This is an optimization exercise on Yosys and OpenROAD, whose aim is small area, a short achievable clock period and few clock cycles per item, not a production implementation. RTL that was checked went through simulation tests only; none was proved equivalent to the original. Only the layout flow was run in runs 1 and 6; the RTL was not checked for function there. No activity file was given, so power comes from the tool's default toggle rates.

## flow/config.mk

```make
export PLATFORM = sky130hd
export DESIGN_NAME = SystolicArrayAxiWrapper
export DESIGN_NICKNAME = SystolicArrayAxiWrapper
export VERILOG_FILES = /design/flow/design.v
export SDC_FILE = /design/flow/constraint.sdc
export NUM_CORES = 4
export LEC_CHECK = 0
export CAP_MARGIN = 20
export CORE_MARGIN = 2
export CORE_UTILIZATION = 40
export SETUP_SLACK_MARGIN = 2.6
export SLEW_MARGIN = 20
```

## flow/run.sh

```bash
#!/bin/bash
# synth_recipe.tcl (not shown) runs the flow's synth.tcl, then flattens the netlist and writes it again
# the make line also repeats each setting of config.mk as NAME=value (left out here)
make -C /OpenROAD-flow-scripts/flow DESIGN_CONFIG=/design/flow/config.mk WORK_HOME=/design/flow/orfs CLKGATE_MAP_FILE= SYNTH_SCRIPT=/design/flow/synth_recipe.tcl finish
```

## flow/design.v

```verilog
module SystolicArrayAxiWrapper(
    input axi_clk,
    input axi_rst_n,
    input s_axis_valid,
    input [47:0] s_axis_data,
    output s_axis_ready,
    output m_axis_valid,
    output [143:0] m_axis_data,
    input m_axis_ready
);
logic ovalid;    
logic [15:0] acc [0:8];
logic cy [0:8];
logic [1:0]  beat_in;   
logic        v1;        
logic        first, last;    
logic [47:0] d;
wire stall = first && ovalid && !m_axis_ready;
wire go = v1 && !stall;
assign s_axis_ready = !(v1 && stall);
assign m_axis_valid = ovalid;
wire fire = s_axis_valid && s_axis_ready;
always_ff @(posedge axi_clk) begin
    if (!axi_rst_n) begin
        beat_in <= 2'd0;
        v1 <= 1'b0;
        ovalid <= 1'b0;
    end else begin
        if (fire) beat_in <= (beat_in == 2'd2) ? 2'd0 : beat_in + 2'd1;
        if (s_axis_ready) v1 <= s_axis_valid;
        if (go && last) ovalid <= 1'b1;
        else if (m_axis_ready) ovalid <= 1'b0;
    end
end
always_ff @(posedge axi_clk) begin
    if (s_axis_ready) begin
        d <= s_axis_data;
        first <= (beat_in == 2'd0);
        last <= (beat_in == 2'd2);
    end
end
wire gate = 1'b1;
wire clr = first;
logic [3:0] one [0:2], two [0:2], neg [0:2];
genvar j, r;
generate
    for (j = 0; j < 3; j++) begin : g_enc
        wire [8:0] b = {s_axis_data[24 + 8*j +: 8], 1'b0};
        for (r = 0; r < 4; r++) begin : g_dig
            wire one_d = b[2*r+1] ^ b[2*r];
            wire two_d = (b[2*r+2] & ~b[2*r+1] & ~b[2*r]) | (~b[2*r+2] & b[2*r+1] & b[2*r]);
            wire neg_d = b[2*r+2];
            always_ff @(posedge axi_clk) begin
                if (s_axis_ready) begin
                    one[j][r] <= one_d;
                    two[j][r] <= two_d;
                    neg[j][r] <= neg_d;
                end
            end
        end
    end
endgenerate
genvar i, jj;
generate
    for (i = 0; i < 3; i++) begin : g_row
        for (jj = 0; jj < 3; jj++) begin : g_col
            wire [15:0] sum;
            wire cout;
            wire [15:0] start = clr ? 16'h0100 : acc[3*i+jj];
            Mac u_mac (.a(d[8*i +: 8]), .one(one[jj]), .two(two[jj]), .neg(neg[jj]), .act(gate), .acc(start), .cin(!clr && cy[3*i+jj]), .cout(cout), .sum(sum));
            always_ff @(posedge axi_clk) if (go) cy[3*i+jj] <= cout;
            always_ff @(posedge axi_clk) if (go) acc[3*i+jj] <= sum;
            assign m_axis_data[16*(3*i+jj) +: 16] = {acc[3*i+jj][15:8] + 8'(cy[3*i+jj]), acc[3*i+jj][7:0]};
        end
    end
endgenerate
endmodule
module Mac(
    input [7:0] a,
    input [3:0] one, two, neg,
    input act,
    input [15:0] acc,
    input cin,
    output cout,
    output [15:0] sum
);
    wire p0 = (one[0] & a[0]) ^ neg[0];
    wire p1 = ((one[0] & a[1]) | (two[0] & a[0])) ^ neg[0];
    wire p2 = ((one[0] & a[2]) | (two[0] & a[1])) ^ neg[0];
    wire p3 = ((one[0] & a[3]) | (two[0] & a[2])) ^ neg[0];
    wire p4 = ((one[0] & a[4]) | (two[0] & a[3])) ^ neg[0];
    wire p5 = ((one[0] & a[5]) | (two[0] & a[4])) ^ neg[0];
    wire p6 = ((one[0] & a[6]) | (two[0] & a[5])) ^ neg[0];
    wire p7 = ((one[0] & a[7]) | (two[0] & a[6])) ^ neg[0];
    wire p8 = ((one[0] & a[7]) | (two[0] & a[7])) ^ neg[0];
    wire p9 = ~p8 & act;
    wire p10 = (one[1] & a[0]) ^ neg[1];
    wire p11 = ((one[1] & a[1]) | (two[1] & a[0])) ^ neg[1];
    wire p12 = ((one[1] & a[2]) | (two[1] & a[1])) ^ neg[1];
    wire p13 = ((one[1] & a[3]) | (two[1] & a[2])) ^ neg[1];
    wire p14 = ((one[1] & a[4]) | (two[1] & a[3])) ^ neg[1];
    wire p15 = ((one[1] & a[5]) | (two[1] & a[4])) ^ neg[1];
    wire p16 = ((one[1] & a[6]) | (two[1] & a[5])) ^ neg[1];
    wire p17 = ((one[1] & a[7]) | (two[1] & a[6])) ^ neg[1];
    wire p18 = ((one[1] & a[7]) | (two[1] & a[7])) ^ neg[1];
    wire p19 = ~p18 & act;
    wire p20 = (one[2] & a[0]) ^ neg[2];
    wire p21 = ((one[2] & a[1]) | (two[2] & a[0])) ^ neg[2];
    wire p22 = ((one[2] & a[2]) | (two[2] & a[1])) ^ neg[2];
    wire p23 = ((one[2] & a[3]) | (two[2] & a[2])) ^ neg[2];
    wire p24 = ((one[2] & a[4]) | (two[2] & a[3])) ^ neg[2];
    wire p25 = ((one[2] & a[5]) | (two[2] & a[4])) ^ neg[2];
    wire p26 = ((one[2] & a[6]) | (two[2] & a[5])) ^ neg[2];
    wire p27 = ((one[2] & a[7]) | (two[2] & a[6])) ^ neg[2];
    wire p28 = ((one[2] & a[7]) | (two[2] & a[7])) ^ neg[2];
    wire p29 = ~p28 & act;
    wire p30 = (one[3] & a[0]) ^ neg[3];
    wire p31 = ((one[3] & a[1]) | (two[3] & a[0])) ^ neg[3];
    wire p32 = ((one[3] & a[2]) | (two[3] & a[1])) ^ neg[3];
    wire p33 = ((one[3] & a[3]) | (two[3] & a[2])) ^ neg[3];
    wire p34 = ((one[3] & a[4]) | (two[3] & a[3])) ^ neg[3];
    wire p35 = ((one[3] & a[5]) | (two[3] & a[4])) ^ neg[3];
    wire p36 = ((one[3] & a[6]) | (two[3] & a[5])) ^ neg[3];
    wire p37 = ((one[3] & a[7]) | (two[3] & a[6])) ^ neg[3];
    wire p38 = ((one[3] & a[7]) | (two[3] & a[7])) ^ neg[3];
    wire p39 = ~p38 & act;
    wire s40 = neg[2] ^ p12;
    wire c41 = neg[2] & p12;
    wire s42 = p13 ^ p21;
    wire c43 = p13 & p21;
    wire s44 = neg[3] ^ p14 ^ p22;
    wire c45 = (neg[3] & p14) | (neg[3] & p22) | (p14 & p22);
    wire s46 = p30 ^ p6;
    wire c47 = p30 & p6;
    wire s48 = p15 ^ p23 ^ p31;
    wire c49 = (p15 & p23) | (p15 & p31) | (p23 & p31);
    wire s50 = p7 ^ acc[7];
    wire c51 = p7 & acc[7];
    wire s52 = p16 ^ p24 ^ p32;
    wire c53 = (p16 & p24) | (p16 & p32) | (p24 & p32);
    wire s54 = p9 ^ acc[8] ^ cin;
    wire c55 = (p9 & acc[8]) | (p9 & cin) | (acc[8] & cin);
    wire s56 = p17 ^ p25 ^ p33;
    wire c57 = (p17 & p25) | (p17 & p33) | (p25 & p33);
    wire s58 = p19 ^ p26;
    wire c59 = p19 & p26;
    wire s60 = neg[1] ^ p10;
    wire c61 = neg[1] & p10;
    wire s62 = p11 ^ p3;
    wire c63 = p11 & p3;
    wire s64 = p20 ^ p4 ^ s40;
    wire c65 = (p20 & p4) | (p20 & s40) | (p4 & s40);
    wire s66 = p5 ^ c41 ^ s42;
    wire c67 = (p5 & c41) | (p5 & s42) | (c41 & s42);
    wire s68 = c43 ^ s46 ^ s44;
    wire c69 = (c43 & s46) | (c43 & s44) | (s46 & s44);
    wire s70 = c47 ^ c45 ^ s48;
    wire c71 = (c47 & c45) | (c47 & s48) | (c45 & s48);
    wire s72 = c49 ^ s52 ^ c51;
    wire c73 = (c49 & s52) | (c49 & c51) | (s52 & c51);
    wire s74 = c53 ^ s56 ^ acc[9];
    wire c75 = (c53 & s56) | (c53 & acc[9]) | (s56 & acc[9]);
    wire s76 = p34 ^ s58 ^ c57;
    wire c77 = (p34 & s58) | (p34 & c57) | (s58 & c57);
    wire s78 = p27 ^ p35 ^ c59;
    wire c79 = (p27 & p35) | (p27 & c59) | (p35 & c59);
    wire s80 = p29 ^ p36;
    wire c81 = p29 & p36;
    wire s82 = neg[0] ^ p0;
    wire c83 = neg[0] & p0;
    wire s84 = p1 ^ acc[1];
    wire c85 = p1 & acc[1];
    wire s86 = p2 ^ s60 ^ acc[2];
    wire c87 = (p2 & s60) | (p2 & acc[2]) | (s60 & acc[2]);
    wire s88 = c61 ^ s62 ^ acc[3];
    wire c89 = (c61 & s62) | (c61 & acc[3]) | (s62 & acc[3]);
    wire s90 = c63 ^ acc[4] ^ s64;
    wire c91 = (c63 & acc[4]) | (c63 & s64) | (acc[4] & s64);
    wire s92 = acc[5] ^ c65 ^ s66;
    wire c93 = (acc[5] & c65) | (acc[5] & s66) | (c65 & s66);
    wire s94 = acc[6] ^ c67 ^ s68;
    wire c95 = (acc[6] & c67) | (acc[6] & s68) | (c67 & s68);
    wire s96 = c69 ^ s70 ^ s50;
    wire c97 = (c69 & s70) | (c69 & s50) | (s70 & s50);
    wire s98 = c71 ^ s54 ^ s72;
    wire c99 = (c71 & s54) | (c71 & s72) | (s54 & s72);
    wire s100 = c55 ^ s74 ^ c73;
    wire c101 = (c55 & s74) | (c55 & c73) | (s74 & c73);
    wire s102 = acc[10] ^ s76 ^ c75;
    wire c103 = (acc[10] & s76) | (acc[10] & c75) | (s76 & c75);
    wire s104 = acc[11] ^ s78 ^ c77;
    wire c105 = (acc[11] & s78) | (acc[11] & c77) | (s78 & c77);
    wire s106 = s80 ^ c79 ^ acc[12];
    wire c107 = (s80 & c79) | (s80 & acc[12]) | (c79 & acc[12]);
    wire s108 = p37 ^ c81 ^ acc[13];
    wire c109 = (p37 & c81) | (p37 & acc[13]) | (c81 & acc[13]);
    wire s110 = p39 ^ acc[14];
    wire c111 = p39 & acc[14];
    wire [15:0] rx = {acc[15], s110, c107, s106, s104, s102, c99, c97, c95, c93, c91, c89, c87, c85, c83, s82};
    wire [15:0] ry = {c111, c109, s108, c105, c103, c101, s100, s98, s96, s94, s92, s90, s88, s86, s84, acc[0]};
    assign {cout, sum[7:0]} = rx[7:0] + ry[7:0];
    assign sum[15:8] = rx[15:8] + ry[15:8];
endmodule
```

## flow/constraint.sdc

```tcl
create_clock -name core_clock -period 6.5 [get_ports {axi_clk}]
set_input_delay 1.3000 -clock core_clock [delete_from_list [all_inputs] [get_ports {axi_clk}]]
set_output_delay 1.3000 -clock core_clock [all_outputs]
set_load 0.01 [all_outputs]
```

==> run summary, run 1 <==
- Internal: 0.00945 W
- Final Util: 52.0%
- Gr usage total: 22.9%
- Setup CP Type: flip-flop to flip-flop
- Total CTS buffers: 31
- Final setup violation count: 0
- Startpoint types: flip-flop
- Hold wc startpoint: beat_in[1]
- Area growth syn-to-layout: 28.3%
- Row count: 95
- Vias in the first global route: 22,669
- RD Place Congestion: 0.882
- Placed cell count: 3,693
- Distinct cell type count after synthesis: 47
- Hold Crit Class: flip-flop to flip-flop
- Final HPWL DP: 53,700 um
- Seq cells post-synth: 219
- Post-DRT Antenna Nets: 0
- Die area: 0.0704 sq mm
- # Max-Cap Violations: 0
- Clock power frac: 10.3%
- Avg Synthesized Cell Area: 9.78 sq um
- Ranking of synthesized cells by area: edfxtp_1, fa_1, ha_1
- Initial Util: 40.5%
- Slew Limit Fails: 0
- Clock buffer depth: 3
- Run status: complete, no violations
- Final period utilization: 64.3%
- Flop pwr share: 18.5%
- Final WL: 81,600 um
- Comb power frac: 71.3%
- Area fraction of the dominant cell type after synthesis: 23.6%
- Dpl cell area: 0.0299 sq mm
- CP Max Fanout: 3
- Leakage power: 14.8 nW
- H-tree levels: 1
- Worst slew pin tran: 931 ps
- Layout Skew: 12.2 ps
- R2R Path End: acc[1][14]
- Flop2flop setup slack: 2320 ps
- Worst slew margin: 37.9%
- Ys async rst share: 0%
- Initial antenna violation count: 1
- Cell with the most instances after synthesis: inv_1
- Via count: 21,512
- Initial DRC count: 1,521
- Vias/cell: 5.36
- Main synth FF type: edfxtp_1
- CTS tree: done
- Sink Count: 219
- Drt drc: 0
- Post-DR wirelength/cell: 20.3 um
- CTS Hold Bufs: 0
- Hold Vio Cnt, Final: 0
- Post-synth top area cell: edfxtp_1
- Yosys warnings: 11
- Worst-Skew Late Latency: 600 ps
- Sw Share: 42.2%
- Final Critical Period: 4180 ps
- Port buffer count: 197
- Core area: 0.0674 sq mm
- Critical path endpoint category: flip-flop
- Total power: 0.0163 W
- Post-synthesis sequential area ratio: 23.9%
- Hold Crit Endpoint: beat_in[1]
- Fin cells: 4,015
- P per Cell Area: 466 mW/mm^2
- Reg-to-reg startpoint: two[1][3]
- Ports: 198
- # diodes: 0
- Pre-antenna DRT Iters: 6
- Grt total ovfl: 0
- Worst VDD drop: 322 uV
- Die Span Y: 265 um
- RSZ-0062 raised after global routing: yes
- Worst Hold Depth: 2
- Number of flops mapped to enable cells by yosys: 215
- Synth cell count leaders: inv_1, xnor2_1, a22oi_1, ha_1, fa_1
- R2R depth: 17
- # nets final: 3,663
- Worst-path clk slew: 60 ps
- Critical path required time: 6850 ps
- Die width: 265 um
- Design Area, Final: 0.0351 sq mm
- Setup TNS: 0 ps
- Largest net degree at the start of global routing: 94
- Root Buffer: clkbuf_16
- Net Sw Power: 0.00689 W
- Mapped Nets: 3,339
- First-pass GRT wire length: 127,000 um
- Instance count of the mapped netlist: 2,795
- Max Fclk: 239 MHz
- Layout cells sized above 1: 22.1%
- Worst Path Arrival: 4530 ps
- Post-Syn Area: 0.0273 sq mm
## worst max-delay path, cell delays in order (launching register included)
cell      delay [ps]
edfxtp_1         430
buf_6            150
buf_4            140
a22oi_2          180
xnor2_1          120
fa_1             480
inv_1             50
fa_1             490
inv_1             50
fa_2             540
ha_4             140
inv_2             40
fa_2             380
nor2b_4          140
o21ai_2           80
a21boi_2         150
nor4_1            60
a311o_1          320
## what timing repair did
action | CTS | global route
endpoints found under the setup margin | 97 | 70
gates cloned | 2 | 0
pin swaps | 119 | 180
gates resized for setup | 174 | 207
buffers inserted | 232 | 32
## sequential cells by signal, summed over array words and instances (netlist names), 2 cells and up
name	count
two	12
one	12
d	24
neg	12
cy	9
beat_in	2
acc	144
## layout by cell type, fill, tap and decap left out, types with 9 or more instances in the layout
cell type        instances
a21o_1                  14
a21oi_1                 49
a21oi_2                 13
a22oi_1                161
a22oi_2                 91
buf_12                  51
buf_4                  213
buf_6                   57
clkbuf_16               31
clkdlybuf4s50_1        191
edfxtp_1               215
fa_1                   218
fa_2                    25
ha_1                   215
ha_2                    11
ha_4                    23
inv_1                  363
inv_2                   35
nand2_1                100
nand2b_1                68
nand3_1                 23
nand3b_1                 9
nand4_1                 13
nor2_1                  68
nor2b_1                131
nor3_1                  22
o21ai_0                 57
o21ai_2                 18
or2_2                   13
xnor2_1                323
xnor2_2                 30
xor2_1                 127
## final cells by class
type                    count  area [sq um]
fillers                  5816         32300
multi-input cells        1942         19600
flip-flops and latches    219          6540
repair buffers            524          5360
inverters                 401          1520
well taps                 873          1090
clock buffers              35           821
clock inverters            21           158
## stage by stage
step	worst slack [ps]	hold WS, ps
6_report	2320	501
2_1_floorplan	1990	469
4_1_cts	2380	504
5_1_grt	2130	530
3_3_place_gp	1880	480
3_5_place_dp	1760	497
## logic make-up after synthesis
family | after synthesis | synth area share, %
buffers and inverters | 634 | 9.87
and+or+nand+nor | 498 | 9.80
xor gates and xnor gates | 485 | 15.5
DFF | 219 | 23.9
adders and majority gates | 492 | 29.2
AOI/OAI and AO/OA | 461 | 11.4
muxes | 6 | 0.220
## power by group through the flow
stage	sequential (W)	combinational, W	clock (W)
after floorplan	0.00284	0.00710	0
after global placement	0.00317	0.00909	0
after detailed placement	0.00319	0.00931	0
after CTS	0.00303	0.0104	0.00172
after global routing	0.00308	0.0130	0.00178
final	0.00302	0.0116	0.00168
## how the worst max path moves through the flow
stage / from / end / slack (ps) / depth (start not counted)
6_report: two[1][3] / acc[1][14] / 2320 / 17
5_1_grt: one[0][2] / acc[3][14] / 2130 / 17
4_1_cts: two[1][1] / acc[1][14] / 2380 / 17
3_5_place_dp: d[20] / acc[7][14] / 1760 / 16
3_3_place_gp: d[20] / acc[7][14] / 1880 / 16
2_1_floorplan: m_axis_ready / s_axis_ready / 1990 / 1
## metal layers
| layer | vias up | global-route usage [%] | routed length, um |
|---|---|---|---|
| met3 | 180 | 3.53 | 5750 |
| met1 | 10677 | 28.9 | 32900 |
| met2 | 818 | 39.8 | 40200 |
| li1 | 9835 | - | - |
| met4 | 2 | 8.05 | 2750 |
| met5 | - | 0 | 13 |
==> inputs of run 2 (changes only) <==
--- a/flow/design.v
+++ b/flow/design.v
@@ -10,7 +10,7 @@
 );
 logic ovalid;    
 logic [15:0] acc [0:8];
-logic cy [0:8];
+logic [2:0] cy [0:8];
 logic [1:0]  beat_in;   
 logic        v1;        
 logic        first, last;    
@@ -65,12 +65,12 @@
     for (i = 0; i < 3; i++) begin : g_row
         for (jj = 0; jj < 3; jj++) begin : g_col
             wire [15:0] sum;
-            wire cout;
+            wire [2:0] cout;
             wire [15:0] start = clr ? 16'h0100 : acc[3*i+jj];
-            Mac u_mac (.a(d[8*i +: 8]), .one(one[jj]), .two(two[jj]), .neg(neg[jj]), .act(gate), .acc(start), .cin(!clr && cy[3*i+jj]), .cout(cout), .sum(sum));
+            Mac u_mac (.a(d[8*i +: 8]), .one(one[jj]), .two(two[jj]), .neg(neg[jj]), .act(gate), .acc(start), .cin(clr ? 3'd0 : cy[3*i+jj]), .cout(cout), .sum(sum));
             always_ff @(posedge axi_clk) if (go) cy[3*i+jj] <= cout;
             always_ff @(posedge axi_clk) if (go) acc[3*i+jj] <= sum;
-            assign m_axis_data[16*(3*i+jj) +: 16] = {acc[3*i+jj][15:8] + 8'(cy[3*i+jj]), acc[3*i+jj][7:0]};
+            assign m_axis_data[16*(3*i+jj) +: 16] = acc[3*i+jj] + {1'b0, 1'b0, 1'b0, cy[3*i+jj][2], 1'b0, 1'b0, 1'b0, cy[3*i+jj][1], 1'b0, 1'b0, 1'b0, cy[3*i+jj][0], 1'b0, 1'b0, 1'b0, 1'b0};
         end
     end
 endgenerate
@@ -80,8 +80,8 @@
     input [3:0] one, two, neg,
     input act,
     input [15:0] acc,
-    input cin,
-    output cout,
+    input [2:0] cin,
+    output [2:0] cout,
     output [15:0] sum
 );
     wire p0 = (one[0] & a[0]) ^ neg[0];
@@ -124,8 +124,8 @@
     wire p37 = ((one[3] & a[7]) | (two[3] & a[6])) ^ neg[3];
     wire p38 = ((one[3] & a[7]) | (two[3] & a[7])) ^ neg[3];
     wire p39 = ~p38 & act;
-    wire s40 = neg[2] ^ p12;
-    wire c41 = neg[2] & p12;
+    wire s40 = neg[2] ^ p12 ^ p20;
+    wire c41 = (neg[2] & p12) | (neg[2] & p20) | (p12 & p20);
     wire s42 = p13 ^ p21;
     wire c43 = p13 & p21;
     wire s44 = neg[3] ^ p14 ^ p22;
@@ -138,8 +138,8 @@
     wire c51 = p7 & acc[7];
     wire s52 = p16 ^ p24 ^ p32;
     wire c53 = (p16 & p24) | (p16 & p32) | (p24 & p32);
-    wire s54 = p9 ^ acc[8] ^ cin;
-    wire c55 = (p9 & acc[8]) | (p9 & cin) | (acc[8] & cin);
+    wire s54 = p9 ^ acc[8] ^ cin[1];
+    wire c55 = (p9 & acc[8]) | (p9 & cin[1]) | (acc[8] & cin[1]);
     wire s56 = p17 ^ p25 ^ p33;
     wire c57 = (p17 & p25) | (p17 & p33) | (p25 & p33);
     wire s58 = p19 ^ p26;
@@ -148,10 +148,10 @@
     wire c61 = neg[1] & p10;
     wire s62 = p11 ^ p3;
     wire c63 = p11 & p3;
-    wire s64 = p20 ^ p4 ^ s40;
-    wire c65 = (p20 & p4) | (p20 & s40) | (p4 & s40);
-    wire s66 = p5 ^ c41 ^ s42;
-    wire c67 = (p5 & c41) | (p5 & s42) | (c41 & s42);
+    wire s64 = p4 ^ s40 ^ acc[4];
+    wire c65 = (p4 & s40) | (p4 & acc[4]) | (s40 & acc[4]);
+    wire s66 = p5 ^ s42 ^ c41;
+    wire c67 = (p5 & s42) | (p5 & c41) | (s42 & c41);
     wire s68 = c43 ^ s46 ^ s44;
     wire c69 = (c43 & s46) | (c43 & s44) | (s46 & s44);
     wire s70 = c47 ^ c45 ^ s48;
@@ -164,8 +164,8 @@
     wire c77 = (p34 & s58) | (p34 & c57) | (s58 & c57);
     wire s78 = p27 ^ p35 ^ c59;
     wire c79 = (p27 & p35) | (p27 & c59) | (p35 & c59);
-    wire s80 = p29 ^ p36;
-    wire c81 = p29 & p36;
+    wire s80 = p29 ^ p36 ^ acc[12];
+    wire c81 = (p29 & p36) | (p29 & acc[12]) | (p36 & acc[12]);
     wire s82 = neg[0] ^ p0;
     wire c83 = neg[0] & p0;
     wire s84 = p1 ^ acc[1];
@@ -174,10 +174,10 @@
     wire c87 = (p2 & s60) | (p2 & acc[2]) | (s60 & acc[2]);
     wire s88 = c61 ^ s62 ^ acc[3];
     wire c89 = (c61 & s62) | (c61 & acc[3]) | (s62 & acc[3]);
-    wire s90 = c63 ^ acc[4] ^ s64;
-    wire c91 = (c63 & acc[4]) | (c63 & s64) | (acc[4] & s64);
-    wire s92 = acc[5] ^ c65 ^ s66;
-    wire c93 = (acc[5] & c65) | (acc[5] & s66) | (c65 & s66);
+    wire s90 = c63 ^ cin[0] ^ s64;
+    wire c91 = (c63 & cin[0]) | (c63 & s64) | (cin[0] & s64);
+    wire s92 = acc[5] ^ s66 ^ c65;
+    wire c93 = (acc[5] & s66) | (acc[5] & c65) | (s66 & c65);
     wire s94 = acc[6] ^ c67 ^ s68;
     wire c95 = (acc[6] & c67) | (acc[6] & s68) | (c67 & s68);
     wire s96 = c69 ^ s70 ^ s50;
@@ -190,14 +190,16 @@
     wire c103 = (acc[10] & s76) | (acc[10] & c75) | (s76 & c75);
     wire s104 = acc[11] ^ s78 ^ c77;
     wire c105 = (acc[11] & s78) | (acc[11] & c77) | (s78 & c77);
-    wire s106 = s80 ^ c79 ^ acc[12];
-    wire c107 = (s80 & c79) | (s80 & acc[12]) | (c79 & acc[12]);
-    wire s108 = p37 ^ c81 ^ acc[13];
-    wire c109 = (p37 & c81) | (p37 & acc[13]) | (c81 & acc[13]);
+    wire s106 = c79 ^ cin[2] ^ s80;
+    wire c107 = (c79 & cin[2]) | (c79 & s80) | (cin[2] & s80);
+    wire s108 = p37 ^ acc[13] ^ c81;
+    wire c109 = (p37 & acc[13]) | (p37 & c81) | (acc[13] & c81);
     wire s110 = p39 ^ acc[14];
     wire c111 = p39 & acc[14];
-    wire [15:0] rx = {acc[15], s110, c107, s106, s104, s102, c99, c97, c95, c93, c91, c89, c87, c85, c83, s82};
-    wire [15:0] ry = {c111, c109, s108, c105, c103, c101, s100, s98, s96, s94, s92, s90, s88, s86, s84, acc[0]};
-    assign {cout, sum[7:0]} = rx[7:0] + ry[7:0];
-    assign sum[15:8] = rx[15:8] + ry[15:8];
+    wire [15:0] rx = {acc[15], s110, c107, c105, s104, s102, c99, c97, c95, s94, c91, c89, c87, c85, c83, s82};
+    wire [15:0] ry = {c111, c109, s108, s106, c103, c101, s100, s98, s96, c93, s92, s90, s88, s86, s84, acc[0]};
+    assign {cout[0], sum[3:0]} = rx[3:0] + ry[3:0];
+    assign {cout[1], sum[7:4]} = rx[7:4] + ry[7:4];
+    assign {cout[2], sum[11:8]} = rx[11:8] + ry[11:8];
+    assign sum[15:12] = rx[15:12] + ry[15:12];
 endmodule
==> flow/flow/run.sh (new file) <==
#!/bin/bash
# The standard layout, with plain buf_1 cells as the port buffers instead of the delay-cell
# buffers buffer_ports picks by default. Each port still gets its own buffer.
set -euo pipefail
export BUFFER_PORTS_ARGS="-buffer_cell sky130_fd_sc_hd__buf_1"
bash standard.sh > standard.log 2>&1
==> flow/standard.sh (new file) <==
#!/bin/bash
# synth_recipe.tcl (not shown) runs the flow's synth.tcl, then flattens the netlist and writes it again
# the make line also repeats each setting of config.mk as NAME=value (left out here)
make -C /OpenROAD-flow-scripts/flow DESIGN_CONFIG=/design/flow/config.mk WORK_HOME=/design/flow/orfs CLKGATE_MAP_FILE= SYNTH_SCRIPT=/design/flow/synth_recipe.tcl "${@:-finish}"
--- a/flow/config.mk
+++ b/flow/config.mk
@@ -8,5 +8,5 @@
 export CAP_MARGIN = 20
 export CORE_MARGIN = 2
 export CORE_UTILIZATION = 40
-export SETUP_SLACK_MARGIN = 2.6
+export SETUP_SLACK_MARGIN = 3.0
 export SLEW_MARGIN = 20
removed: flow/run.sh
==> run 2 against run 1 <==
Still clean on timing, DRC and antenna. Utilization fell by 1.5 points. Setup slack better by 480 ps. Total power is 3.4% lower. Synthesized area grew 5.3%. Fmax rose by 13%. Combinational power shrank 8%. Worst hold slack got worse by 9.5 ps. Global-route usage rose by 0.42 points. Clock skew up 4.5 ps. Cell count is 2.7% higher. Die area increased by 5.2%. Largest cell class unchanged. Highest routed layer unchanged.
==> run summary, run 2 <==
- Run status: complete, no violations
- Grt total ovfl: 0 (unchanged)
- Port buffer count: 197 (unchanged)
- Die Span Y: 272 um (+2.6%)
- Vias/cell: 5.55 (+3.6%)
- R2R depth: 15 (-2)
- Critical path required time: 6840 ps (about the same)
- Final setup violation count: 0 (unchanged)
- Gr usage total: 23.4% (+0.42 points)
- Layout cells sized above 1: 23.9% (+1.8 points)
- Worst-Skew Late Latency: 600 ps (about the same)
- Cell with the most instances after synthesis: xnor2_1
- CTS Hold Bufs: 0 (unchanged)
- Post-Syn Area: 0.0288 sq mm (+5.3%)
- Layout Skew: 16.8 ps (+4.54 ps)
- Worst-path clk slew: 60 ps (about the same)
- Distinct cell type count after synthesis: 51 (+8.5%)
- Final Critical Period: 3700 ps (-480 ps)
- Most frequent cells in the layout: inv_1, xnor2_1, fa_1
- Sink Count: 237 (+8.2%)
- Core area: 0.0714 sq mm (+5.9%)
- Post-DR wirelength/cell: 21.7 um (+6.8%)
- Flop2flop setup slack: 2800 ps (+480 ps)
- Filler cells: 6,317 (+8.6%)
- CTS tree: done
- Instance count of the mapped netlist: 2,817 (+0.79%)
- First-pass GRT wire length: 136,000 um (+7.8%)
- Slew Limit Fails: 0 (unchanged)
- Startpoint types: flip-flop
- Hold Crit Class: flip-flop to flip-flop
- Die area: 0.0741 sq mm (+5.2%)
- Hold wc startpoint: beat_in[1]
- Mapped Nets: 3,388 (+1.5%)
- Number of flops mapped to enable cells by yosys: 233 (+8.4%)
- Ys async rst share: 0% (unchanged)
- Synth cell count leaders: xnor2_1, inv_1, fa_1, a22oi_1, ha_1
- Post-synth top area cell: edfxtp_1
- Setup CP Type: flip-flop to flip-flop
- Post-synthesis sequential area ratio: 24.6% (+0.67 points)
- Initial Util: 40.3% (-0.22 points)
- Final period utilization: 57.0% (-7.4 points)
- Total power: 0.0158 W (-3.4%)
- Largest registers: acc x144, cy x27, d x24
- # nets final: 3,721 (+1.6%)
- Worst Hold Depth: 2 (unchanged)
- Reg-to-reg startpoint: d[17]
- Largest net degree at the start of global routing: 114 (+21%)
- Ranking of synthesized cells by area: edfxtp_1, fa_1, ha_1
- Fin cells: 4,122 (+2.7%)
- Max FFs per register: 144 (unchanged)
- Hold Crit Endpoint: beat_in[1]
- # diodes: 0 (unchanged)
- Initial DRC count: 1,777 (+17%)
- Final WL: 89,500 um (+9.7%)
- Area growth syn-to-layout: 25.3%
- Die width: 272 um (+2.6%)
- Main synth FF type: edfxtp_1
- Post-DRT Antenna Nets: 0 (unchanged)
- P per Cell Area: 438 mW/mm^2 (-6.0%)
- # Max-Cap Violations: 0 (unchanged)
- CP Max Fanout: 6 (+3)
- Commonest non-fill, non-tap cell in the layout: inv_1
- Hold Vio Cnt, Final: 0 (unchanged)
- Ports: 198 (unchanged)
- Final HPWL DP: 54,900 um (+2.3%)
- Seq cells post-synth: 237 (+8.2%)
- Max Fclk: 270 MHz (+13%)
- Worst Path Arrival: 4040 ps (-490 ps)
- Total CTS buffers: 29 (-6.5%)
- Clock buffer depth: 3 (unchanged)
- Pre-antenna DRT Iters: 6 (unchanged)
- Initial antenna violation count: 1 (unchanged)
- Reg with most FFs: acc
- Worst VDD drop: 370 uV (+15%)
- Worst slew pin tran: 933 ps (+2.29 ps)
- Drt drc: 0 (unchanged)
- Placed cell count: 3,789 (+2.6%)
- R2R Path End: cy[7][1]
- Critical path endpoint category: flip-flop
- Vias in the first global route: 24,153 (+6.5%)
- Worst slew margin: 37.8% (-0.15 points)
- H-tree levels: 1 (unchanged)
- Avg Synthesized Cell Area: 10.2 sq um (+4.5%)
- Via count: 22,883 (+6.4%)
- Leakage power: 14.9 nW (+0.54%)
- Yosys warnings: 11 (unchanged)
- Setup TNS: 0 ps (unchanged)
- RSZ-0062 raised after global routing: yes
- Row count: 98 (+3.2%)
- Root Buffer: clkbuf_16
- Area fraction of the dominant cell type after synthesis: 24.3% (+0.68 points)
- RD Place Congestion: 0.847 (-4.0%)
==> run 2: cell count changes after synthesis, moves of 17 or more <==
cell	delta
inv_1	-61
nor2_1	-61
a21o_1	+42
buf_4	-36
nand2b_1	-30
fa_1	+27
nor2b_1	+27
buf_2	+26
a21oi_1	-24
nand2_1	+23
nor3_1	-22
edfxtp_1	+18
o211ai_1	+17
==> run 2: cells by family (layout without fill, tap and decap cells) <==
logic type / count (synthesis) / after routing / synth area share, %
AOI/OAI and AO/OA: 502 / 502 / 12.3
and+or+nand+nor: 521 / 521 / 10.7
DFF: 237 / 237 / 24.6
adders and majority gates: 519 / 519 / 29.6
buffers and inverters: 553 / 908 / 7.96
muxes: 20 / 20 / 0.735
xor gates and xnor gates: 465 / 465 / 14.2
==> run 2: worst max-delay path by stage <==
stage                  from         endpoint  slack [ps]  depth (start not counted)
2_1_floorplan  m_axis_ready     s_axis_ready        1990                          1
3_3_place_gp      neg[2][3]        acc[2][9]        2080                         10
3_5_place_dp      neg[2][3]         cy[5][2]        2000                         12
4_1_cts            cy[5][2]  m_axis_data[95]        2820                          5
5_1_grt               d[17]        acc[7][9]        2680                         13
6_report              d[17]         cy[7][1]        2800                         15
==> run 2: timing repair <==
| item | 4_1_cts | 5_1_grt |
|---|---|---|
| setup endpoints to repair | 155 | 133 |
| gates cloned | 8 | 3 |
| resized for setup | 250 | 261 |
| setup buffers | 212 | 57 |
| pin swaps | 111 | 166 |
==> run 2: area by class of cell <==
class	instances	area, sq um	share of cell area [%]
timing repair buffer	515	4180	11.6
inverter	340	1290	3.57
multi-input combinational	2027	21400	59.3
clock buffer	35	748	2.07
clock inverter	18	188	0.520
tap	950	1190	3.30
sequential	237	7080	19.6
==> run 2: metrics by stage <==
| step | setup WS (ps) | cell area [sq um] | utilization [%] | hold slack, ps |
|---|---|---|---|---|
| finish | 2800 | 36100 | 50.5 | 491 |
| floorplan | 1990 | 28900 | - | 454 |
| CTS | 2820 | 34400 | 48.3 | 496 |
| global placement | 2080 | 30100 | 42.1 | 465 |
| global route | 2680 | 36100 | 50.5 | 531 |
| detailed placement | 2000 | 30100 | 42.1 | 487 |
==> run 2: per-layer routing <==
metal	part of all wire (%)	up-vias	global-route usage (%)	wire, um
li1	-	10221	-	-
met3	7.9	195	3.77	7070
met2	50	900	41.0	44400
met1	39	11565	29.5	34900
met5	0.013	-	0	12
met4	3.4	2	6.94	3040
==> run 2: worst max-delay path: stages, from the launching register on <==
cell and delay [ps]:
edfxtp_1 370, buf_4 190, buf_12 160, buf_4 130, a22oi_2 150, xor2_1 100, fa_1 500, inv_1 60
fa_1 550, inv_1 70, fa_1 490, inv_1 70, ha_4 230, nor2b_1 130, o21ai_1 150, nand2b_1 80
==> run 2: where the power goes <==
group	internal, W	total [W]	switching, W
clock	0.000970	0.00168	0.000707
sequential	0.00272	0.00346	0.000733
combinational	0.00524	0.0107	0.00542
total	0.00893	0.0158	0.00686
Testbench counts of run 2, summed over its fixed seeds: cycles 976, items 320.
==> inputs of run 3 (changes only) <==
==> flow/run.sh (new file) <==
#!/bin/bash
# synth_recipe.tcl (not shown) runs the flow's synth.tcl, then flattens the netlist and writes it again
# the make line also repeats each setting of config.mk as NAME=value (left out here)
make -C /OpenROAD-flow-scripts/flow DESIGN_CONFIG=/design/flow/config.mk WORK_HOME=/design/flow/orfs CLKGATE_MAP_FILE= SYNTH_SCRIPT=/design/flow/synth_recipe.tcl finish
--- a/flow/config.mk
+++ b/flow/config.mk
@@ -8,5 +8,5 @@
 export CAP_MARGIN = 20
 export CORE_MARGIN = 2
 export CORE_UTILIZATION = 40
-export SETUP_SLACK_MARGIN = 3.0
+export SETUP_SLACK_MARGIN = 2.6
 export SLEW_MARGIN = 20
removed: flow/flow/run.sh
removed: flow/standard.sh
==> run 3 against run 2 <==
Global-route usage decreased by 1.7 points. Cell count decreased by 2.9%. Worst hold slack improved by 4.4 ps. Fmax fell by 3.7%. Wire length fell by 9.0%. Still clean on timing, DRC and antenna.
==> run summary, run 3 <==
- Run status: complete, no violations
- # nets final: 3,599 (-3.3%)
- Total power: 0.0146 W (-7.5%)
- Number of flops mapped to enable cells by yosys: 233 (unchanged)
- Post-DRT Antenna Nets: 0 (unchanged)
- Largest stage delay, worst path: 530 ps (-20 ps)
- M1 WL: 34,100 um (-2.3%)
- Hold Crit Class: flip-flop to flip-flop
- Layout cells sized above 1: 9.64% (-14 points)
- Worst slew pin tran: 1040 ps (+106 ps)
- Setup CP Type: flip-flop to output port
- Ys async rst share: 0% (unchanged)
- Vias in the first global route: 22,635 (-6.3%)
- Vias/cell: 5.48 (-1.3%)
- DR WL met3: 5740 um (-19%)
- Die Span Y: 272 um (unchanged)
- Ranking of synthesized cells by area: edfxtp_1, fa_1, ha_1
- Main synth FF type: edfxtp_1
- RSZ-0062 raised after global routing: yes
- Hold Vio Cnt, Final: 0 (unchanged)
- Worst-Skew Late Latency: 610 ps (about the same)
- Critical path required time: 5200 ps (-1640 ps)
- CTS tree: done
- Post-synthesis sequential area ratio: 24.6% (unchanged)
- Worst-path cell with the longest stage delay: or4_1
- Grt total ovfl: 0 (unchanged)
- Post-DR wirelength/cell: 20.3 um (-6.2%)
- Worst VDD drop: 266 uV (-28%)
- Met2 WL post-DR: 39,600 um (-11%)
- Total CTS buffers: 31 (+6.9%)
- Initial Util: 40.3% (unchanged)
- Worst Path Arrival: 2540 ps (-1500 ps)
- Design Area, Final: 0.0341 sq mm (-5.6%)
- Max FFs per register: 144 (unchanged)
- Die width: 272 um (unchanged)
- Leakage power: 14.4 nW (-3.7%)
- Avg Synthesized Cell Area: 10.2 sq um (unchanged)
- Fin cells: 4,001 (-2.9%)
- Ports: 198 (unchanged)
- Gr usage total: 21.6% (-1.7 points)
- Commonest non-fill, non-tap cell in the layout: xnor2_1
- First-pass GRT wire length: 127,000 um (-7.1%)
- # Max-Cap Violations: 0 (unchanged)
- Root Buffer: clkbuf_16
- Instance count of the mapped netlist: 2,817 (unchanged)
- Setup TNS: 0 ps (unchanged)
- Cell with the most instances after synthesis: xnor2_1
- Final Critical Period: 3840 ps (+140 ps)
- Placed cell count: 3,784 (-0.13%)
- Pre-antenna DRT Iters: 5 (-1)
- Initial antenna violation count: 1 (unchanged)
- Final Util: 47.7% (-2.8 points)
- Post-synth top area cell: edfxtp_1
- Final setup violation count: 0 (unchanged)
- Worst-path clk slew: 60 ps (about the same)
- Worst Hold Depth: 2 (unchanged)
- Highest metal used: met4
- Worst path cell trace: ha_4 > nand4_1 > or4_1 > o2111ai_1 > dlygate4sd2_1
- Area fraction of the dominant cell type after synthesis: 24.3% (unchanged)
- Startpoint types: flip-flop
- Final period utilization: 59.1% (+2.2 points)
- Final HPWL DP: 53,400 um (-2.7%)
- Filler cells: 6,630 (+5.0%)
- CTS Hold Bufs: 0 (unchanged)
- Largest net degree at the start of global routing: 109 (-4.4%)
- RD Place Congestion: 0.841 (-0.61%)
- Distinct cell type count after synthesis: 51 (unchanged)
- Via count: 21,912 (-4.2%)
- Mapped Nets: 3,388 (unchanged)
- Max Fclk: 260 MHz (-3.7%)
- Area growth syn-to-layout: 18.3%
- Yosys warnings: 11 (unchanged)
- Largest registers: acc x144, cy x27, d x24
- Sink Count: 237 (unchanged)
- P per Cell Area: 429 mW/mm^2 (-2.1%)
- Row count: 98 (unchanged)
- Core area: 0.0714 sq mm (unchanged)
- Final WL: 81,400 um (-9.0%)
- Dpl cell area: 0.0312 sq mm (+3.8%)
- Reg with most FFs: acc
- Post-Syn Area: 0.0288 sq mm (unchanged)
- Drt drc: 0 (unchanged)
- Synth cell count leaders: xnor2_1, inv_1, fa_1, a22oi_1, ha_1
- Worst slew margin: 30.7% (-7.1 points)
- CP Max Fanout: 3 (-3)
- Slew Limit Fails: 0 (unchanged)
- Layout Skew: 23.0 ps (+6.25 ps)
- Die area: 0.0741 sq mm (unchanged)
- H-tree levels: 1 (unchanged)
- Port buffer count: 197 (unchanged)
- Initial DRC count: 1,772 (-0.28%)
- Critical path endpoint category: output port
- Seq cells post-synth: 237 (unchanged)
- Clock buffer depth: 3 (unchanged)
- Most frequent cells in the layout: xnor2_1, inv_1, fa_1
- R2R depth: 13 (-2)
run 3: final timing paths:
path | slack [ps] | from | endpoint
setup reg to reg | 2740 | d[6] | cy[2][2]
setup / recovery | 2660 | cy[7][2] | m_axis_data[125]
hold reg to reg | 500 | beat_in[0] | beat_in[0]
hold / removal | 500 | beat_in[0] | beat_in[0]
run 3: cell families after synthesis:
kind of cell             Yosys count  share of synthesized area (%)
adder cells (fa/ha/maj)          519                           29.6
multiplexers                      20                          0.735
AO/OA/AOI/OAI                    502                           12.3
AND/OR/NAND/NOR                  521                           10.7
buffers and inverters            553                           7.96
flip-flops                       237                           24.6
XOR/XNOR                         465                           14.2
run 3: worst max-delay path, delay by kind of cell (launching register included):
kind | cells | cell delay (ps)
compound gates | 1 | 130
fa+ha+maj | 1 | 330
buf+inv | 1 | 300
flops | 1 | 500
simple gates | 2 | 680
run 3: layer usage:
layer / global-route usage, % / vias up
li1: - / 9991
met1: 29.0 / 11025
met4: 5.65 / 0
met5: 0 / -
met2: 36.5 / 776
met3: 3.22 / 120
run 3: cell type report:
type	instances	area [sq um]	share of cell area, %
Inverter	340	1280	3.77
Timing Repair Buffer	391	3850	11.3
Clock buffer	37	798	2.34
Clock inverter	18	164	0.481
Sequential cell	237	7080	20.8
Tap cell	950	1190	3.49
Antenna cell	1	2.50	0.00735
Multi-Input combinational cell	2027	19700	57.8
run 3: timing repair:
item	4_1_cts	5_1_grt
endpoints found under the hold margin	0	0
buffers inserted	89	72
pin swaps	2	9
endpoints found under the setup margin	104	64
resized for setup	57	38
run 3: where the power goes:
part | internal [W] | switching, W | total (W)
Sequential | 0.00272 | 0.000656 | 0.00338
Combinational | 0.00473 | 0.00480 | 0.00952
Clock | 0.000982 | 0.000717 | 0.00170
Total | 0.00843 | 0.00617 | 0.0146
run 3: stage by stage:
stage | hold WS, ps | setup slack (ps)
CTS | 498 | 2610
floorplan | 454 | 1990
global route | 537 | 2560
global placement | 467 | 2330
finish | 496 | 2660
detailed placement | 490 | 2240
==> inputs of run 4 (changes only) <==
--- a/flow/config.mk
+++ b/flow/config.mk
@@ -8,5 +8,5 @@
 export CAP_MARGIN = 20
 export CORE_MARGIN = 2
 export CORE_UTILIZATION = 40
-export SETUP_SLACK_MARGIN = 2.6
+export SETUP_SLACK_MARGIN = 2.2
 export SLEW_MARGIN = 20
==> run 4 against run 3 <==
Global-route usage decreased by 1.6 points. Die area unchanged. Setup slack got worse by 310 ps. Still clean on timing, DRC and antenna. Worst hold slack got worse by 7.8 ps. Largest cell class unchanged. Sequential power increased by 1%. Via count decreased by 3.2%. Clock skew increased by 3.4 ps. Total power increased by 0.47%. Cell count decreased by 3.4%.
==> run summary, run 4 <==
- Area growth syn-to-layout: 13.3%
- Die Span Y: 272 um (unchanged)
- Total power: 0.0147 W (+0.47%)
- Run status: complete, no violations
- Distinct cell type count after synthesis: 51 (unchanged)
- Max FFs per register: 144 (unchanged)
- Final WL: 77,300 um (-5.1%)
- Setup TNS: 0 ps (unchanged)
- Synth cell count leaders: xnor2_1, inv_1, fa_1, a22oi_1, ha_1
- Final period utilization: 63.9% (+4.8 points)
- Flop2flop setup slack: 2380 ps (-360 ps)
- Setup CP Type: flip-flop to output port
- Post-synthesis mux area share: 0.735% (unchanged)
- Main synth FF type: edfxtp_1
- Largest net degree at the start of global routing: 135 (+24%)
- Final Critical Period: 4160 ps (+313 ps)
- Leakage power: 13.6 nW (-5.5%)
- Post-synth top area cell: edfxtp_1
- # Max-Cap Violations: 0 (unchanged)
- Total CTS buffers: 30 (-3.2%)
- RSZ-0062 raised after global routing: yes
- Post-cts gate resize count: 0 (-100%)
- RD Place Congestion: 0.845 (+0.38%)
- Worst Path Arrival: 2860 ps (+320 ps)
- Critical path endpoint category: output port
- Final HPWL DP: 54,100 um (+1.3%)
- Post-DRT Antenna Nets: 0 (unchanged)
- Sink Count: 237 (unchanged)
- Core area: 0.0714 sq mm (unchanged)
- CTS Hold Bufs: 0 (unchanged)
- Hold Crit Endpoint: beat_in[1]
- Reg-to-reg startpoint: two[1][1]
- Port buffer count: 197 (unchanged)
- Critical path required time: 5200 ps (about the same)
- Post-Syn Area: 0.0288 sq mm (unchanged)
- Drt drc: 0 (unchanged)
- Largest registers: acc x144, cy x27, d x24
- R2R Path End: acc[7][11]
- Mapped Nets: 3,388 (unchanged)
- Largest family of logic cells by synthesized area: adder cells
- Reg with most FFs: acc
- Most frequent cells in the layout: xnor2_1, inv_1, fa_1
- Clock buffer depth: 3 (unchanged)
- H-tree levels: 1 (unchanged)
- Gr usage total: 20.0% (-1.6 points)
- Row count: 98 (unchanged)
- CTS tree: done
- Largest stage delay, worst path: 580 ps (+50 ps)
- Worst-path cell with the longest stage delay: clkdlybuf4s50_1
- Avg Synthesized Cell Area: 10.2 sq um (unchanged)
- Ports: 198 (unchanged)
- P per Cell Area: 450 mW/mm^2 (+5.0%)
- Post-synthesis sequential area ratio: 24.6% (unchanged)
- Worst slew pin tran: 1060 ps (+22.2 ps)
- Root Buffer: clkbuf_16
- Post-Synth Adder-Cell Area: 29.6% (unchanged)
- Worst-Skew Late Latency: 600 ps (about the same)
- Yosys warnings: 11 (unchanged)
- Slew Limit Fails: 0 (unchanged)
- Hold Vio Cnt, Final: 0 (unchanged)
- Initial antenna violation count: 1 (unchanged)
- Number of flops mapped to enable cells by yosys: 233 (unchanged)
- Final setup violation count: 0 (unchanged)
- Startpoint types: flip-flop
- # nets final: 3,461 (-3.8%)
- Hold wc startpoint: beat_in[1]
- Grt total ovfl: 0 (unchanged)
- Worst VDD drop: 232 uV (-13%)
- R2R depth: 10 (-3)
- Seq cells post-synth: 237 (unchanged)
- Worst Hold Depth: 2 (unchanged)
- Synth Area in XOR/XNOR: 14.2% (unchanged)
- Ranking of synthesized cells by area: edfxtp_1, fa_1, ha_1
- Die area: 0.0741 sq mm (unchanged)
- Pre-antenna DRT Iters: 5 (unchanged)
- Kind of cell adding the most delay to the critical path: simple AND/OR/NAND/NOR gates
- Worst path cell trace: ha_1 > nand4_1 > or4_1 > o2111ai_1 > clkdlybuf4s50_1
- Via count: 21,210 (-3.2%)
- Commonest non-fill, non-tap cell in the layout: xnor2_1
- Initial DRC count: 1,465 (-17%)
- CP Max Fanout: 3 (unchanged)
- Post-DR wirelength/cell: 20.0 um (-1.7%)
- Area fraction of the dominant cell type after synthesis: 24.3% (unchanged)
- Cell with the most instances after synthesis: xnor2_1
- Initial Util: 40.3% (unchanged)
- Max Fclk: 241 MHz (-7.5%)
- Post-synthesis simple-gate area fraction: 10.7% (unchanged)
- Layout cells sized above 1: 4.39% (-5.2 points)
- Ys async rst share: 0% (unchanged)
- Buf+Inv Stages, Crit Path: 1 (unchanged)
- Instance count of the mapped netlist: 2,817 (unchanged)
- Hold Crit Class: flip-flop to flip-flop
- Vias/cell: 5.49 (+0.20%)
- Worst-path clk slew: 60 ps (about the same)
- Post-CTS repair timing setup buffer count: 0 (-100%)
- Layout Skew: 26.4 ps (+3.39 ps)
- Die width: 272 um (unchanged)
- Compound-Gate Fraction of Synth Area: 12.3% (unchanged)
- Worst slew margin: 29.2% (-1.5 points)
- First-pass GRT wire length: 120,000 um (-5.5%)
- Vias in the first global route: 22,154 (-2.1%)
[run 4: cell type report]
class | count | area (sq um)
fill | 6637 | 38800
multi-input combinational | 2027 | 19400
sequential | 237 | 7080
timing repair buffer | 254 | 2530
inverter | 340 | 1280
tap | 950 | 1190
clock buffer | 39 | 856
clock inverter | 17 | 240
antenna | 1 | 2.50
[run 4: stage by stage]
stage / hold WS, ps / utilization [%] / setup WS, ps / cell area (sq um) / cells
floorplan: 454 / - / 1990 / 28800 / 2817
detailed placement: 481 / 43.7 / 2230 / 31200 / 3784
global route: 515 / 45.7 / 2180 / 32600 / 3865
CTS: 490 / 45.3 / 2220 / 32300 / 3840
finish: 488 / 45.7 / 2340 / 32600 / 3865
global placement: 465 / 43.7 / 2330 / 31200 / 3784
[run 4: tightest hold or removal path: cells and delay by family, from the launching register on]
kind	cells	cell delay, ps
mux	1	60
flops	1	320
simple gates	1	60
[run 4: kinds of logic after synthesis]
group | after synthesis
multiplexers | 20
XOR/XNOR | 465
buffers and inverters | 553
AO/OA/AOI/OAI | 502
AND/OR/NAND/NOR | 521
flip-flops | 237
adder cells (fa/ha/maj) | 519
[run 4: worst max path at each step]
stage            startpoint                to  slack, ps  cells after the start
2_1_floorplan  m_axis_ready      s_axis_ready       1990                      1
3_3_place_gp      neg[1][3]          cy[1][2]       2330                     12
3_5_place_dp      one[2][1]          cy[2][2]       2230                     12
4_1_cts           one[2][2]          cy[2][2]       2220                     12
5_1_grt           two[1][2]          cy[1][2]       2180                     12
6_report           cy[7][2]  m_axis_data[125]       2340                      5
[run 4: per-layer routing]
| metal | track usage (%) | part of all wire, % | vias to the layer above | wire, um |
|---|---|---|---|---|
| li1 | - | - | 9710 | - |
| met1 | 25.7 | 41 | 10651 | 31800 |
| met2 | 35.0 | 49 | 734 | 38300 |
| met3 | 3.14 | 6.6 | 115 | 5130 |
| met4 | 5.13 | 2.8 | 0 | 2150 |
| met5 | 0 | 0 | - | 0 |
[run 4: power by group]
group / leakage (nW) / internal, W / switching [W] / total (W)
Clock: 0.533 / 0.00116 / 0.000708 / 0.00187
Sequential: 2.32 / 0.00272 / 0.000709 / 0.00343
Combinational: 10.7 / 0.00468 / 0.00470 / 0.00937
==> inputs of run 5 (changes only) <==
--- a/flow/config.mk
+++ b/flow/config.mk
@@ -8,5 +8,5 @@
 export CAP_MARGIN = 20
 export CORE_MARGIN = 2
 export CORE_UTILIZATION = 40
-export SETUP_SLACK_MARGIN = 2.2
+export SETUP_SLACK_MARGIN = 3.0
 export SLEW_MARGIN = 20
==> run 5 against run 4 <==
Flip-flop and latch count stayed put. Count of clock-buffer cells in the layout is 6 lower. Register-to-register slack gained 450 ps. Critical path type is now flip-flop to flip-flop. Critical endpoint is now acc[2][9].
==> run summary, run 5 <==
- Run status: complete, no violations
- Leakage power: 15.3 nW (+13%)
- Slew Limit Fails: 0 (unchanged)
- Worst-Skew Late Latency: 610 ps (about the same)
- Root Buffer: clkbuf_16
- Commonest non-fill, non-tap cell in the layout: xnor2_1
- Worst slew margin: 29.0% (-0.27 points)
- Worst VDD drop: 267 uV (+15%)
- Pre-antenna DRT Iters: 6 (+1)
- RSZ-0062 raised after global routing: yes
- Max Fclk: 273 MHz (+13%)
- Post-DR wirelength/cell: 21.4 um (+6.8%)
- Instance count of the mapped netlist: 2,817 (unchanged)
- Worst Hold Depth: 2 (unchanged)
- Vias in the first global route: 24,114 (+8.8%)
- Ys async rst share: 0% (unchanged)
- Post-synth top area cell: edfxtp_1
- R2R Path End: acc[2][9]
- Most frequent cells in the layout: xnor2_1, inv_1, fa_1
- Critical path endpoint category: flip-flop
- Largest net degree at the start of global routing: 114 (-16%)
- Buf+Inv Stages, Crit Path: 5 (+4)
- Clock buffer depth: 3 (unchanged)
- Worst path cell trace: buf_12 > buf_8 > buf_8 > a22oi_1 > xnor2_1 > fa_1 > fa_2 > fa_1 > ha_2 > inv_2 > fa_2 > inv_2
- Flop2flop setup slack: 2830 ps (+450 ps)
- Worst Path Arrival: 4030 ps (+1170 ps)
- Kind of cell adding the most delay to the critical path: adder cells
- Initial DRC count: 1,653 (+13%)
- Largest stage delay, worst path: 540 ps (-40 ps)
- Number of flops mapped to enable cells by yosys: 233 (unchanged)
- Synth cell count leaders: xnor2_1, inv_1, fa_1, a22oi_1, ha_1
- Cell with the most instances after synthesis: xnor2_1
- Setup CP Type: flip-flop to flip-flop
- Via count: 22,680 (+6.9%)
- Port buffer count: 197 (unchanged)
- Post-DRT Antenna Nets: 0 (unchanged)
- Final WL: 87,600 um (+13%)
- CTS tree: done
- Reg-to-reg startpoint: d[2]
- Area fraction of the dominant cell type after synthesis: 24.3% (unchanged)
- Worst slew pin tran: 1070 ps (+4.00 ps)
- Filler cells: 6,322 (-4.7%)
- Startpoint types: flip-flop
- Yosys warnings: 11 (unchanged)
- Hold Crit Class: flip-flop to flip-flop
- Drt drc: 0 (unchanged)
- Distinct cell type count after synthesis: 51 (unchanged)
- Gr usage total: 23.2% (+3.2 points)
- Final HPWL DP: 54,100 um (about the same)
- RD Place Congestion: 0.836 (-1.1%)
- Post-Syn Area: 0.0288 sq mm (unchanged)
- Ranking of synthesized cells by area: edfxtp_1, fa_1, ha_1
- Grt total ovfl: 0 (unchanged)
- # Max-Cap Violations: 0 (unchanged)
- Initial antenna violation count: 0 (-1)
- Max FFs per register: 144 (unchanged)
- First-pass GRT wire length: 136,000 um (+13%)
- # diodes: 0 (-1)
- Mapped Nets: 3,388 (unchanged)
- Final Critical Period: 3670 ps (-489 ps)
- Critical path required time: 6870 ps (+1670 ps)
- Hold slack: 499 ps (+10.9 ps)
- Ports: 198 (unchanged)
- CP Max Fanout: 7 (+4)
- R2R depth: 12 (+2)
- H-tree levels: 1 (unchanged)
- Worst-path cell with the longest stage delay: fa_1
- Setup TNS: 0 ps (unchanged)
- Seq cells post-synth: 237 (unchanged)
- Largest registers: acc x144, cy x27, d x24
- Total CTS buffers: 30 (unchanged)
- P per Cell Area: 439 mW/mm^2 (-2.5%)
- Area growth syn-to-layout: 28.2%
- Final period utilization: 56.4% (-7.5 points)
- Layout Skew: 17.0 ps (-9.40 ps)
- # nets final: 3,695 (+6.8%)
- Hold wc startpoint: v1
- Final setup violation count: 0 (unchanged)
- Initial Util: 40.3% (unchanged)
- Total power: 0.0162 W (+10%)
- Hold Crit Endpoint: ovalid
- Vias/cell: 5.53 (+0.85%)
- Worst-path clk slew: 60 ps (about the same)
- Hold Vio Cnt, Final: 0 (unchanged)
- Avg Synthesized Cell Area: 10.2 sq um (unchanged)
- Die area: 0.0741 sq mm (unchanged)
- Core area: 0.0714 sq mm (unchanged)
- Sink Count: 237 (unchanged)
- Main synth FF type: edfxtp_1
- Row count: 98 (unchanged)
- Die Span Y: 272 um (unchanged)
- Layout cells sized above 1: 24.4% (+20 points)
- Reg with most FFs: acc
- Post-synthesis sequential area ratio: 24.6% (unchanged)
- Die width: 272 um (unchanged)
run 5: layout make-up:
class | instances | area [sq um] | area share (%)
tap | 950 | 1190 | 3.22
multi-input combinational | 2027 | 21500 | 58.2
clock inverter | 23 | 229 | 0.621
sequential | 237 | 7080 | 19.2
timing repair buffer | 488 | 4860 | 13.2
clock buffer | 33 | 783 | 2.12
inverter | 340 | 1290 | 3.51
run 5: logic make-up after synthesis:
logic type	Yosys count	share of synthesized area (%)
AO/OA/AOI/OAI	502	12.3
XOR/XNOR	465	14.2
adder cells (fa/ha/maj)	519	29.6
buffers and inverters	553	7.96
flip-flops	237	24.6
multiplexers	20	0.735
AND/OR/NAND/NOR	521	10.7
run 5: per-layer routing:
metal | part of all wire [%] | vias to the layer above | track usage, % | routed length (um)
li1 | - | 10171 | - | -
met1 | 41 | 11581 | 29.5 | 35600
met2 | 50 | 778 | 40.8 | 43800
met3 | 6.5 | 150 | 3.61 | 5680
met4 | 2.7 | 0 | 6.43 | 2390
met5 | 0 | - | 0 | 0
run 5: metrics by stage:
stage                     cell area, sq um  utilization [%]  setup slack [ps]  instances
after floorplan                      28900                -              1990       2817
after global placement               31300             43.8              2050       3789
after detailed placement             31300             43.9              2020       3790
after CTS                            35700             50.1              2780       4060
after global routing                 36900             51.7              2740       4098
final                                36900             51.7              2830       4098
run 5: worst max-delay path by stage:
stage / from / slack (ps) / cells past startpoint / to
after floorplan: m_axis_ready / 1990 / 1 / s_axis_ready
after global routing: d[2] / 2740 / 13 / acc[2][9]
after CTS: d[2] / 2780 / 13 / acc[2][9]
final: d[2] / 2830 / 12 / acc[2][9]
after detailed placement: neg[2][3] / 2020 / 12 / cy[5][2]
after global placement: neg[2][3] / 2050 / 10 / acc[2][9]
run 5: what timing repair did:
item                                    CTS  global route
resized for setup                       520           208
setup buffers                           209            37
gates cloned                              5             1
hold buffers                              0             0
endpoints found under the setup margin  199           133
pin swaps                               197           191
run 5: report_power, final:
group / switching [W] / total [W] / leakage [nW] / internal [W]
Combinational: 0.00544 / 0.0110 / 12.5 / 0.00553
Clock: 0.000746 / 0.00177 / 0.487 / 0.00102
Sequential: 0.000735 / 0.00346 / 2.32 / 0.00272
run 5: worst reg2reg max path: stages (launching register included):
cell and delay, ps:
edfxtp_1 420, buf_12 150, buf_8 120, buf_8 130, a22oi_1 200, xnor2_1 130
fa_1 540, fa_2 410, fa_1 540, ha_2 180, inv_2 40, fa_2 520
inv_2 30
==> inputs of run 6 (changes only) <==
--- a/flow/design.v
+++ b/flow/design.v
@@ -176,20 +176,20 @@
     wire c89 = (c61 & s62) | (c61 & acc[3]) | (s62 & acc[3]);
     wire s90 = c63 ^ cin[0] ^ s64;
     wire c91 = (c63 & cin[0]) | (c63 & s64) | (cin[0] & s64);
-    wire s92 = acc[5] ^ s66 ^ c65;
-    wire c93 = (acc[5] & s66) | (acc[5] & c65) | (s66 & c65);
-    wire s94 = acc[6] ^ c67 ^ s68;
-    wire c95 = (acc[6] & c67) | (acc[6] & s68) | (c67 & s68);
+    wire s92 = s66 ^ acc[5] ^ c65;
+    wire c93 = (s66 & acc[5]) | (s66 & c65) | (acc[5] & c65);
+    wire s94 = c67 ^ s68 ^ acc[6];
+    wire c95 = (c67 & s68) | (c67 & acc[6]) | (s68 & acc[6]);
     wire s96 = c69 ^ s70 ^ s50;
     wire c97 = (c69 & s70) | (c69 & s50) | (s70 & s50);
     wire s98 = c71 ^ s54 ^ s72;
     wire c99 = (c71 & s54) | (c71 & s72) | (s54 & s72);
     wire s100 = c55 ^ s74 ^ c73;
     wire c101 = (c55 & s74) | (c55 & c73) | (s74 & c73);
-    wire s102 = acc[10] ^ s76 ^ c75;
-    wire c103 = (acc[10] & s76) | (acc[10] & c75) | (s76 & c75);
-    wire s104 = acc[11] ^ s78 ^ c77;
-    wire c105 = (acc[11] & s78) | (acc[11] & c77) | (s78 & c77);
+    wire s102 = s76 ^ acc[10] ^ c75;
+    wire c103 = (s76 & acc[10]) | (s76 & c75) | (acc[10] & c75);
+    wire s104 = s78 ^ c77 ^ acc[11];
+    wire c105 = (s78 & c77) | (s78 & acc[11]) | (c77 & acc[11]);
     wire s106 = c79 ^ cin[2] ^ s80;
     wire c107 = (c79 & cin[2]) | (c79 & s80) | (cin[2] & s80);
     wire s108 = p37 ^ acc[13] ^ c81;
--- a/flow/config.mk
+++ b/flow/config.mk
@@ -8,5 +8,5 @@
 export CAP_MARGIN = 20
 export CORE_MARGIN = 2
 export CORE_UTILIZATION = 40
-export SETUP_SLACK_MARGIN = 3.0
+export SETUP_SLACK_MARGIN = 2.6
 export SLEW_MARGIN = 20
==> run 6 against run 5 <==
Still clean. Cell count fell by 3.4%. Fmax fell by 3.8%. First-iteration DRC count rose by 7.9%. Synthesized area fell by 0.17%. Utilization fell by 4.2 points. Largest power group unchanged.
==> run summary, run 6 <==
- Startpoint types: flip-flop
- Placed cell count: 3,774 (-0.42%)
- Worst-Skew Late Latency: 610 ps (about the same)
- Grt total ovfl: 0 (unchanged)
- Max FFs per register: 144 (unchanged)
- Gr usage total: 21.4% (-1.8 points)
- Number of flops mapped to enable cells by yosys: 233 (unchanged)
- P per Cell Area: 441 mW/mm^2 (+0.41%)
- Post-synthesis sequential area ratio: 24.6% (+0.041 points)
- Hold Vio Cnt, Final: 0 (unchanged)
- Post-synth top area cell: edfxtp_1
- Critical path required time: 6860 ps (about the same)
- Hold Crit Class: flip-flop to flip-flop
- Yosys warnings: 11 (unchanged)
- Root Buffer: clkbuf_16
- Initial Util: 40.3% (-0.067 points)
- Final Critical Period: 3810 ps (+144 ps)
- Area fraction of the dominant cell type after synthesis: 24.4% (+0.040 points)
- CP Max Fanout: 7 (unchanged)
- Run status: complete, no violations
- Fin cells: 3,958 (-3.4%)
- Initial antenna violation count: 3 (+3)
- Largest registers: acc x144, cy x27, d x24
- Row count: 98 (unchanged)
- CTS tree: done
- Final WL: 80,200 um (-8.4%)
- Worst slew pin tran: 1000 ps (-64.0 ps)
- Reg with most FFs: acc
- Largest net degree at the start of global routing: 134 (+18%)
- Slew Limit Fails: 0 (unchanged)
- Worst Path Arrival: 4170 ps (+140 ps)
- Post-Syn Area: 0.0287 sq mm (-0.17%)
- Post-DR wirelength/cell: 20.3 um (-5.2%)
- Die Span Y: 272 um (about the same)
- # Max-Cap Violations: 0 (unchanged)
- Area growth syn-to-layout: 18.1%
- Leakage power: 14.2 nW (-7.3%)
- First-pass GRT wire length: 126,000 um (-7.0%)
- Final setup violation count: 0 (unchanged)
- Total CTS buffers: 31 (+3.3%)
- Initial DRC count: 1,783 (+7.9%)
- RD Place Congestion: 0.826 (-1.1%)
- H-tree levels: 1 (unchanged)
- Multi-input logic area: 0.0198 sq mm (-7.7%)
- Ys async rst share: 0% (unchanged)
- Core area: 0.0714 sq mm (unchanged)
- Critical path endpoint category: flip-flop
- Distinct cell type count after synthesis: 51 (unchanged)
- Reg area: 0.00708 sq mm (unchanged)
- Max Fclk: 262 MHz (-3.8%)
- Mapped Nets: 3,374 (-0.41%)
- Ports: 198 (unchanged)
- Drt drc: 0 (unchanged)
- Vias/cell: 5.46 (-1.3%)
- Worst slew margin: 33.2% (+4.3 points)
- RSZ-0062 raised after global routing: yes
- Most frequent cells in the layout: xnor2_1, inv_1, fa_1
- Layout cells sized above 1: 9.15% (-15 points)
- Main synth FF type: edfxtp_1
- Final HPWL DP: 53,600 um (-0.82%)
- Avg Synthesized Cell Area: 10.3 sq um (+0.33%)
- Vias in the first global route: 22,302 (-7.5%)
- Clock buffer depth: 3 (unchanged)
- Layout Skew: 28.6 ps (+11.6 ps)
- # nets final: 3,554 (-3.8%)
- Worst VDD drop: 281 uV (+5.3%)
- Ranking of synthesized cells by area: edfxtp_1, fa_1, ha_1
- Final period utilization: 58.6% (+2.2 points)
- Cell with the most instances after synthesis: xnor2_1
- Filler cells: 6,588 (+4.2%)
- Die width: 272 um (about the same)
- Sink Count: 237 (unchanged)
- Die area: 0.0740 sq mm (-0.16%)
- Via count: 21,613 (-4.7%)
- Seq cells post-synth: 237 (unchanged)
- CTS Hold Bufs: 0 (unchanged)
- Worst-path clk slew: 60 ps (about the same)
- Post-DRT Antenna Nets: 0 (unchanged)
- Setup TNS: 0 ps (unchanged)
- Port buffer count: 197 (unchanged)
- Commonest non-fill, non-tap cell in the layout: xnor2_1
- Synth cell count leaders: xnor2_1, inv_1, fa_1, a22oi_1, ha_1
- Setup CP Type: flip-flop to flip-flop
- Instance count of the mapped netlist: 2,803 (-0.50%)
- Pre-antenna DRT Iters: 6 (unchanged)
[run 6: worst max-delay path, cell delays in order (launching register included)]
cell and delay [ps]:
edfxtp_1 550, buf_12 230, a22oi_1 200, xnor2_1 170
fa_1 480, fa_1 520, inv_1 60, fa_1 540
inv_1 40, ha_1 200, inv_1 80, fa_2 220
nor2b_1 60, o21ai_0 170, nand2b_1 80
[run 6: path summary, 6_finish.rpt]
check	startpoint	slack, ps	end	cells after the start
worst min-delay path	beat_in[1]	490	beat_in[1]	2
worst max register to register	d[17]	2690	cy[7][2]	14
worst max-delay path	d[17]	2690	cy[7][2]	14
worst min register to register	beat_in[1]	490	beat_in[1]	2
[run 6: kinds of logic after synthesis]
group                      after synthesis  share of synthesized area (%)
AOI/OAI and AO/OA                      502                           12.3
and+or+nand+nor                        530                           10.9
xor gates and xnor gates               465                           14.2
DFF                                    237                           24.6
muxes                                   20                          0.732
adders and majority gates              519                           29.7
buffers and inverters                  530                           7.66
[run 6: layout make-up]
class,instances,share of cell area (%)
diodes,1,0.00737
clock buffers,33,2.31
clock inverters,24,0.903
inverters,314,3.50
multi-input cells,2036,58.4
flip-flops and latches,237,20.9
well taps,950,3.50
repair buffers,363,10.5
[run 6: power by group]
part	internal [W]	switching, W	leakage (nW)	total [W]
Sequential	0.00272	0.000676	2.32	0.00340
Clock	0.00114	0.000740	0.536	0.00189
Combinational	0.00480	0.00487	11.3	0.00967
[run 6: what timing repair did]
item                                    CTS  global route
pin swaps                                 1            11
endpoints found under the setup margin  109            63
resized for setup                        61            53
setup buffers                            59            67
endpoints found under the hold margin     0             0
[run 6: metrics by stage]
step	area [sq um]	setup slack (ps)	hold slack (ps)	util, %	total power, W
2_1_floorplan	28700	1980	454	-	0.00984
3_3_place_gp	31200	2040	467	43.7	0.0125
3_5_place_dp	31200	1950	484	43.8	0.0128
4_1_cts	33100	2600	493	46.3	0.0149
5_1_grt	33900	2530	528	47.5	0.0164
6_report	33900	2690	489	47.6	0.0150
[run 6: routing by layer]
layer  share of wire (%)  global-route usage (%)  routed length (um)  up-vias
li1                    -                       -                   -     9913
met1                  43                    28.7               34200    10813
met2                  47                    35.3               37700      741
met3                 7.0                    3.54                5610      140
met4                 3.2                    6.68                2560        6
met5               0.054                       0                  43        -

static timing again, ports no longer ideal:
The flow's constraints put no driver on any port. The routed layouts listed below were extracted and timed again, unchanged, in two steps.
Step 1 sets driving cells, clkbuf_16 on the clock port and buf_2 on the other inputs (assumed; they add their load-dependent delay and slew).
Step 2 also shifts input and output timing later by t, the mid clock arrival at the registers, as if the neighbouring blocks saw the same clock.
Slacks: no drivers / after step 1 / after step 2; pairs: no drivers / after step 1.
run | t (ns) | setup slack, ns
run 1 | 0.663 | 2.317 / 2.317 / 2.317
run 2 | 0.649 | 2.797 / 2.763 / 2.797
run 3 | 0.664 | 2.657 / 2.595 / 2.742
run 4 | 0.647 | 2.344 / 2.282 / 2.376
run 5 | 0.661 | 2.833 / 2.774 / 2.833
run 6 | 0.656 | 2.689 / 2.638 / 2.689
After both steps setup and hold are still met in every run listed.
